What follows belongs to an exercise in optimizing a design on an open flow for small area, a short achievable clock period and few clock cycles; a production flow would make more cautious choices.
Only simulation tests tie the RTL to the original design; equivalence was not proved.
Power is estimated from default activity; no workload was simulated.

==> flow/design.v <==
module ellipse_generator
#(
parameter  int  BITS_RES            = 12,
parameter  int  BITS_RAD            = BITS_RES - 1,
parameter  bit  USE_ALTERA_IP       = 0
)
(
  input logic                        clk,
  input logic                        reset,
  input logic                        enable,
  input logic                        run,
  input logic         [1:0]          quadrant,
  input logic                        ellipse_filled,
  input logic  signed [BITS_RES-1:0] Xc,
  input logic  signed [BITS_RES-1:0] Yc,
  input logic  signed [BITS_RES-1:0] Xr,
  input logic  signed [BITS_RES-1:0] Yr,
  input logic                        ena_pause,
  output logic                       busy,
  output logic signed [BITS_RES:0]   X_coord,
  output logic signed [BITS_RES:0]   Y_coord,
  output logic                       pixel_data_rdy,
  output logic                       ellipse_complete
);
localparam logic [2:0] S_IDLE  = 3'd0,
                       S_SQ    = 3'd1,    
                       S_L1    = 3'd2,    
                       S_L2    = 3'd3,    
                       S_MUL   = 3'd4,    
                       S_INIT  = 3'd5,    
                       S_ARC   = 3'd6,    
                       S_FLAT  = 3'd7;    
logic [2:0]         st;
logic               inv, filled, fill, point;
logic [1:0]         q;
logic [3:0]         cnt;
logic signed [11:0] x, y, w;
logic signed [11:0] xc, yc;
logic [10:0]        a, b;
logic [32:0]        qx;
logic signed [33:0] d;
logic signed [34:0] pm;
logic [21:0]        ry2;
logic [22:0]        s2;
logic step, arc_go, arc_end, flat_ok, flat_last, half_end, last_pix, rdy_int, ena, accept;
logic do_step, fill_start, fill_end, start_cmd, start_half2;
assign step      = !pm[34];                    
assign arc_go    = !d[33];                     
logic signed [11:0] a_s, b_s;
assign a_s = {1'b0, a};
assign b_s = {1'b0, b};
assign flat_ok   = (y < 2) && (a_s >= x);
assign flat_last = (x[10:0] == a);
assign arc_end   = (st == S_ARC && !fill && !arc_go) || (st == S_INIT && a < 2);
assign half_end  = (arc_end && !flat_ok) || (st == S_FLAT && flat_last);
assign rdy_int = point || (st == S_ARC && (fill || arc_go)) || (st == S_FLAT);
assign pixel_data_rdy = rdy_int && !ena_pause;
assign ena = enable && !(ena_pause && rdy_int);
assign last_pix = point || (st == S_FLAT && inv && flat_last);
assign ellipse_complete = (last_pix && enable && !ena_pause) ||
                          (arc_end && inv && !flat_ok);
assign accept = (st == S_IDLE && !point) || ellipse_complete;
assign busy   = !accept || run;
assign start_cmd   = accept && run;
assign start_half2 = half_end && !inv;
assign do_step     = st == S_ARC && !fill && arc_go;
assign fill_start  = do_step && filled && (inv || step);
assign fill_end    = st == S_ARC && fill && w[11];
logic signed [11:0] dx, dy;
always_comb begin
  dx = fill ? (w[11] ? 12'sd0 : w) : (inv ? y : x);
  dy = inv ? x : y;
  X_coord = 13'(xc) + 13'(q[0] ? ~dx : dx) + 13'(q[0]);
  Y_coord = 13'(yc) + 13'(q[1] ? ~dy : dy) + 13'(q[1]);
end
logic ak, bk;
assign ak = a[cnt];
assign bk = b[cnt];
logic [32:0] qx_a, qx_b, qx_n;
always_comb begin
  qx_a = 33'd0; qx_b = 33'd0;
  case (st)
    S_SQ:  begin qx_a = {qx[31:0], 1'b0}; qx_b = ak ? 33'(a) : 33'd0; end
    S_L1:  if (inv) qx_b = 33'(ry2); else qx_a = qx;
    S_MUL, S_L2: qx_a = qx;
    S_ARC: begin qx_a = qx; qx_b = do_step ? 33'(ry2) : 33'd0; end
    default: ;
  endcase
  qx_n = qx_a + qx_b;
end
logic [33:0] d_a, d_b, d_n;
logic        d_c;
always_comb begin
  d_a = 34'd0; d_b = 34'd0; d_c = 1'b0;
  case (st)
    S_SQ:  begin d_a = {d[32:0], 1'b0}; d_b = bk ? 34'(b) : 34'd0; end
    S_L1:  if (inv) begin d_a = 34'(s2); d_b = ~(34'(ry2)); d_c = 1'b1; end
           else     begin d_a = d; d_b = 34'(qx); end
    S_MUL: begin d_a = {d[32:0], 1'b0}; d_b = bk ? 34'(qx) : 34'd0; end
    S_INIT: d_a = d;
    S_ARC: begin
      d_a = d;
      if (do_step) begin d_b = ~(34'(step ? s2 : {1'b0, ry2})); d_c = 1'b1; end
    end
    default: ;
  endcase
  d_n = d_a + d_b + 34'(d_c);
end
logic [34:0] p_a, p_b, p_c, p_d, p_n;
logic        p_cin;
always_comb begin
  p_a = pm; p_b = 35'd0; p_c = 35'd0; p_d = 35'd0; p_cin = 1'b0;
  case (st)
    S_INIT: begin
      p_a = 35'd0;
      p_b = 35'(ry2);
      p_c = 35'(qx[32:2]);
      p_d = ~(35'(d));
      p_cin = qx[1];
    end
    S_ARC: if (do_step) begin
      p_b = 35'(ry2);
      p_c = 35'({(step ? s2 : {1'b0, ry2}), 1'b0});
      p_d = step ? {~d, 1'b1} : 35'({qx, 1'b0});
      p_cin = step;
    end
    default: ;
  endcase
  p_n = p_a + p_b + p_c + p_d + 35'(p_cin);
end
logic signed [11:0] x_n, y_n, w_n;
logic x_inc, y_dec;
assign x_inc = (do_step && !(fill_start && inv)) || (fill_end && inv) ||
               (st == S_FLAT);
assign y_dec = (do_step && step && !(fill_start && !inv)) || (fill_end && !inv);
assign x_n = x + 12'(x_inc);
assign y_n = y - 12'(y_dec);
assign w_n = (fill ? w : (inv ? y : x)) - 1'd1;
always_ff @(posedge clk or posedge reset) begin
  if (reset) begin
    st    <= S_IDLE;
    point <= 1'b0;
    fill  <= 1'b0;
  end else if (ena) begin
    if (accept) begin
      point <= 1'b0;
      st    <= S_IDLE;
      fill  <= 1'b0;
      if (run) begin
        if (Xr == 0 && Yr == 0) point <= 1'b1;
        else                    st    <= S_SQ;
      end
    end else begin
      case (st)
        S_SQ:   if (cnt == 0) st <= S_L1;
        S_L1:   st <= S_L2;
        S_L2:   st <= S_MUL;
        S_MUL:  if (cnt == 0) st <= S_INIT;
        S_INIT: if (a >= 2) st <= S_ARC;
        default: ;
      endcase
      if (fill_start) fill <= 1'b1;
      if (fill_end)   fill <= 1'b0;
      if (arc_end && flat_ok) st <= S_FLAT;
      if (half_end) st <= inv ? S_IDLE : S_L1;
    end
  end
end
always_ff @(posedge clk) begin
  if (ena) begin
    if (start_cmd) begin
      xc     <= Xc;
      yc     <= Yc;
      q      <= quadrant;
      a      <= Xr[10:0];
      b      <= Yr[10:0];
      filled <= ellipse_filled;
    end
    if (start_half2) begin
      a <= b;
      b <= a;
    end
    if (start_cmd || start_half2)
      inv <= start_half2;
    if (start_cmd || st == S_L2) cnt <= 4'd10;
    else if (st == S_SQ || st == S_MUL)         cnt <= cnt - 1'd1;
    if (start_cmd || st == S_INIT) qx <= 0;
    else                                          qx <= qx_n;
    if (start_cmd || st == S_L2) d <= 0;
    else                                        d <= d_n;
    pm <= p_n;
    if ((st == S_L1 && !inv) || (st == S_L2 && inv)) ry2 <= d[21:0];
    if (st == S_L2 && !inv)                          s2  <= d[22:0];
    if (start_cmd || st == S_L2) x <= 0;
    else                         x <= x_n;
    if (start_cmd)                            y <= 0;
    else if (st == S_L2)                      y <= b_s;
    else if (arc_end && flat_ok)              y <= 0;
    else                                      y <= y_n;
    if (fill_start || fill) w <= w_n;
  end
end
endmodule
clock: 7.5 ns
lec_check: 0
cap_margin: 20
core_margin: 2
core_utilization: 40
slew_margin: 20
run.sh (not shown) runs the stock make flow with config.mk's settings and CLKGATE_MAP_FILE= SYNTH_SCRIPT=/design/flow/synth_recipe.tcl, a recipe that flattens the netlist after the stock synthesis.
Testbench counts at the start, summed over its fixed seeds: cycles 338,622.
Next try:
--- a/flow/design.v
+++ b/flow/design.v
@@ -79,12 +79,11 @@
 logic [32:0] qx_a, qx_b, qx_n;
 always_comb begin
   qx_a = 33'd0; qx_b = 33'd0;
   case (st)
     S_SQ:  begin qx_a = {qx[31:0], 1'b0}; qx_b = ak ? 33'(a) : 33'd0; end
-    S_L1:  if (inv) qx_b = 33'(ry2); else qx_a = qx;
-    S_MUL, S_L2: qx_a = qx;
+    S_MUL, S_L1, S_L2: qx_a = qx;
     S_ARC: begin qx_a = qx; qx_b = do_step ? 33'(ry2) : 33'd0; end
     default: ;
   endcase
   qx_n = qx_a + qx_b;
 end
@@ -92,12 +91,11 @@
 logic        d_c;
 always_comb begin
   d_a = 34'd0; d_b = 34'd0; d_c = 1'b0;
   case (st)
     S_SQ:  begin d_a = {d[32:0], 1'b0}; d_b = bk ? 34'(b) : 34'd0; end
-    S_L1:  if (inv) begin d_a = 34'(s2); d_b = ~(34'(ry2)); d_c = 1'b1; end
-           else     begin d_a = d; d_b = 34'(qx); end
+    S_L1:  begin d_a = d; d_b = 34'(qx); end
     S_MUL: begin d_a = {d[32:0], 1'b0}; d_b = bk ? 34'(qx) : 34'd0; end
     S_INIT: d_a = d;
     S_ARC: begin
       d_a = d;
       if (do_step) begin d_b = ~(34'(step ? s2 : {1'b0, ry2})); d_c = 1'b1; end
@@ -109,15 +107,18 @@
 logic [34:0] p_a, p_b, p_c, p_d, p_n;
 logic        p_cin;
 always_comb begin
   p_a = pm; p_b = 35'd0; p_c = 35'd0; p_d = 35'd0; p_cin = 1'b0;
   case (st)
+    S_MUL: begin
+      p_a = {pm[33:0], 1'b1};
+      p_b = bk ? ~(35'(qx)) : ~(35'd0);
+      p_cin = 1'b1;
+    end
     S_INIT: begin
-      p_a = 35'd0;
       p_b = 35'(ry2);
       p_c = 35'(qx[32:2]);
-      p_d = ~(35'(d));
       p_cin = qx[1];
     end
     S_ARC: if (do_step) begin
       p_b = 35'(ry2);
       p_c = 35'({(step ? s2 : {1'b0, ry2}), 1'b0});
@@ -160,11 +161,11 @@
         default: ;
       endcase
       if (fill_start) fill <= 1'b1;
       if (fill_end)   fill <= 1'b0;
       if (arc_end && flat_ok) st <= S_FLAT;
-      if (half_end) st <= inv ? S_IDLE : S_L1;
+      if (half_end) st <= inv ? S_IDLE : S_SQ;
     end
   end
 end
 always_ff @(posedge clk) begin
   if (ena) begin
@@ -180,19 +181,20 @@
       a <= b;
       b <= a;
     end
     if (start_cmd || start_half2)
       inv <= start_half2;
-    if (start_cmd || st == S_L2) cnt <= 4'd10;
+    if (start_cmd || start_half2 || st == S_L2) cnt <= 4'd10;
     else if (st == S_SQ || st == S_MUL)         cnt <= cnt - 1'd1;
-    if (start_cmd || st == S_INIT) qx <= 0;
+    if (start_cmd || start_half2 || st == S_INIT) qx <= 0;
     else                                          qx <= qx_n;
-    if (start_cmd || st == S_L2) d <= 0;
+    if (start_cmd || start_half2 || st == S_L2) d <= 0;
     else                                        d <= d_n;
-    pm <= p_n;
-    if ((st == S_L1 && !inv) || (st == S_L2 && inv)) ry2 <= d[21:0];
-    if (st == S_L2 && !inv)                          s2  <= d[22:0];
+    if (st == S_L2) pm <= -35'sd1;
+    else            pm <= p_n;
+    if (st == S_L1) ry2 <= d[21:0];
+    if (st == S_L2) s2  <= d[22:0];
     if (start_cmd || st == S_L2) x <= 0;
     else                         x <= x_n;
     if (start_cmd)                            y <= 0;
     else if (st == S_L2)                      y <= b_s;
     else if (arc_end && flat_ok)              y <= 0;
Result: The new run completed with no timing, DRC or antenna violations; setup slack improves by 0.028 ns; total power rises by 12%; sequential power rises by about 4%; via count rises by 3.9%; global-route usage rises by 0.90 points; clock power rises by about 10%; routed wire length rises by 3.9%; flip-flop and latch count stays the same; cell count rises by 3.4%; sequential share of layout area falls by 0.31 points.
Testbench counts after the change, summed over its fixed seeds: cycles 341,438.

-- static timing again, ports no longer ideal --
Ports are ideal in the flow. The routed layouts listed here were re-timed in OpenROAD. Step 1, drivers: a clkbuf_16 drives clk and a buf_2 each remaining input, both assumed. Step 2 also shifts input and output timing later by t, the mid clock arrival at the registers, as if the neighbouring blocks saw the same clock. a / b / c = ideal / step 1 / step 2; a / b = the first two.
| run | t, ns | setup slack, ns | latest minus earliest clock arrival (ns) | slew at the worst register clock pin (ns) | worst slew at a driven data input, ns |
|---|---|---|---|---|---|
| the first run | 0.633 | 0.898 / 0.846 / 1.264 | 0.048 / 0.048 | 0.07 / 0.07 | 0.04 |
| the second run | 0.651 | 0.925 / 0.865 / 1.151 | 0.033 / 0.032 | 0.07 / 0.07 | 0.05 |
After both steps setup and hold are still met in every run listed.
